Background: an optimization exercise with open tools, aiming at small area, a short achievable clock period and few clock cycles per item. Do not read the settings as production practice.
Only simulation tests tie the RTL to the original design; equivalence was not proved.

Setup of xenon:
// bitonic_sorter_top
module bitonic_sorter_top (
	input              clk,
	input              rst,
	input              in_valid,
	input      [415:0] in_data,
	output             out_valid,
	output     [415:0] out_data
);
	localparam MW = 13;
	localparam TW = 15;   
	reg [2:0] vld;
	always @(posedge clk) begin
		if (rst) vld <= 3'd0;
		else     vld <= {vld[1:0], in_valid};
	end
	assign out_valid = vld[2];
	reg [415:0] r0;
	always @(posedge clk) r0 <= in_data;
	wire [32*TW-1:0] l0_t;
	assign l0_t[0*TW+6 +: 9] = r0[0*MW+4 +: 9];
	dec2 #(.P(0)) dec_l0_t_0 (.p(r0[0*MW +: 4]), .t(l0_t[0*TW +: 6]));
	assign l0_t[1*TW+6 +: 9] = r0[1*MW+4 +: 9];
	dec2 #(.P(0)) dec_l0_t_1 (.p(r0[1*MW +: 4]), .t(l0_t[1*TW +: 6]));
	assign l0_t[2*TW+6 +: 9] = r0[2*MW+4 +: 9];
	dec2 #(.P(0)) dec_l0_t_2 (.p(r0[2*MW +: 4]), .t(l0_t[2*TW +: 6]));
	assign l0_t[3*TW+6 +: 9] = r0[3*MW+4 +: 9];
	dec2 #(.P(0)) dec_l0_t_3 (.p(r0[3*MW +: 4]), .t(l0_t[3*TW +: 6]));
	assign l0_t[4*TW+6 +: 9] = r0[4*MW+4 +: 9];
	dec2 #(.P(0)) dec_l0_t_4 (.p(r0[4*MW +: 4]), .t(l0_t[4*TW +: 6]));
	assign l0_t[5*TW+6 +: 9] = r0[5*MW+4 +: 9];
	dec2 #(.P(0)) dec_l0_t_5 (.p(r0[5*MW +: 4]), .t(l0_t[5*TW +: 6]));
  ...
Size: ~11,000 cells after synthesis, roughly 1,300 flip-flops, about 840 I/O pins.
Settings: LEC_CHECK=0, CAP_MARGIN=30, CORE_MARGIN=2, CORE_UTILIZATION=62, SLEW_MARGIN=50, SYNTH_HIERARCHICAL=1, SYNTH_MINIMUM_KEEP_SIZE=0; clock period 24.0 ns.
standard.sh (not shown) runs the stock make flow with config.mk's settings and CLKGATE_MAP_FILE= SYNTH_SCRIPT=/design/flow/synth_recipe.tcl, a recipe that flattens the netlist after the stock synthesis.
==> flow/flow/run.sh <==
#!/bin/bash
# Own layout flow: the standard flow (standard.sh, unchanged synthesis and
# steps), except that the input and output ports are buffered with buf_2 cells
# instead of the default clkdlybuf4s50_1. make's full output goes to
# standard.log here; ORFS keeps each step's log under orfs/logs/.
set -euo pipefail
bash standard.sh "BUFFER_PORTS_ARGS=-buffer_cell sky130_fd_sc_hd__buf_2" finish > standard.log 2>&1
xenon | stages: all done | timing, DRC, antenna: all pass
Testbench counts of xenon, summed over its fixed seeds: cycles 8,024, items 8,000.
diff inputs: xenon => garnet
- a change of CORE_UTILIZATION from 62 to 70
- a change of CAP_MARGIN from 30 to 20
Findings:
In garnet the met1 global-route usage turned out 3.3 points higher than in xenon.
Overall fraction of global-route tracks in use | garnet above xenon
Status garnet: flow complete, layout not clean - max-capacitance violations, max-slew violations
Cell total after placement (higher): xenon
Category of the most critical setup path = register to register: garnet; category of the most critical setup path = register to output port: xenon
The post-route cell area of garnet and that of xenon are within noise of each other.
Looking only at first-pass GRT wire length, and setting everything else aside, the higher value of xenon and garnet goes to xenon.
Between xenon and garnet, layout-stage area growth over the synthesis result increased.
## Diff of input files: onyx against garnet
- CAP_MARGIN changed from 20 to 30
- CORE_UTILIZATION changed from 70 to 66
--- outcome ---
In onyx the implementation completed, yet the final layout does not meet the checks, the culprit being max-capacitance violations, max-slew violations.
garnet -> onyx: average detailed-routed wire length per instance flat
Delta (onyx minus garnet): amount of wire on met2 after detailed routing went up by 3.1%, sequential share of layout area shows no meaningful change.

==> what the ideal ports hide <==
In the flow no input, the clock included, has a driving cell. The finished layouts below were timed again as built, in two steps. Step 1 assumes that a clkbuf_16 drives the clock port and a buf_2 every other input. Step 2 adds t to the input delays and takes it off the output delays; t is the mean of the earliest and latest rising clock arrival at the registers after step 1. Input paths then give back, and output paths get back, about the clock's delay inside the block. Three values: ideal ports, drivers, drivers and shift; two values: the first two.
run	t (ns)	setup WS [ns]	worst register clock-pin slew, ns	worst data-port slew with drivers (ns)
xenon	0.903	17.605 / 17.509 / 17.947	0.09 / 0.09	0.12
garnet	0.945	17.176 / 17.176 / 17.176	0.08 / 0.08	0.08
onyx	0.884	17.625 / 17.531 / 18.003	0.09 / 0.09	0.15
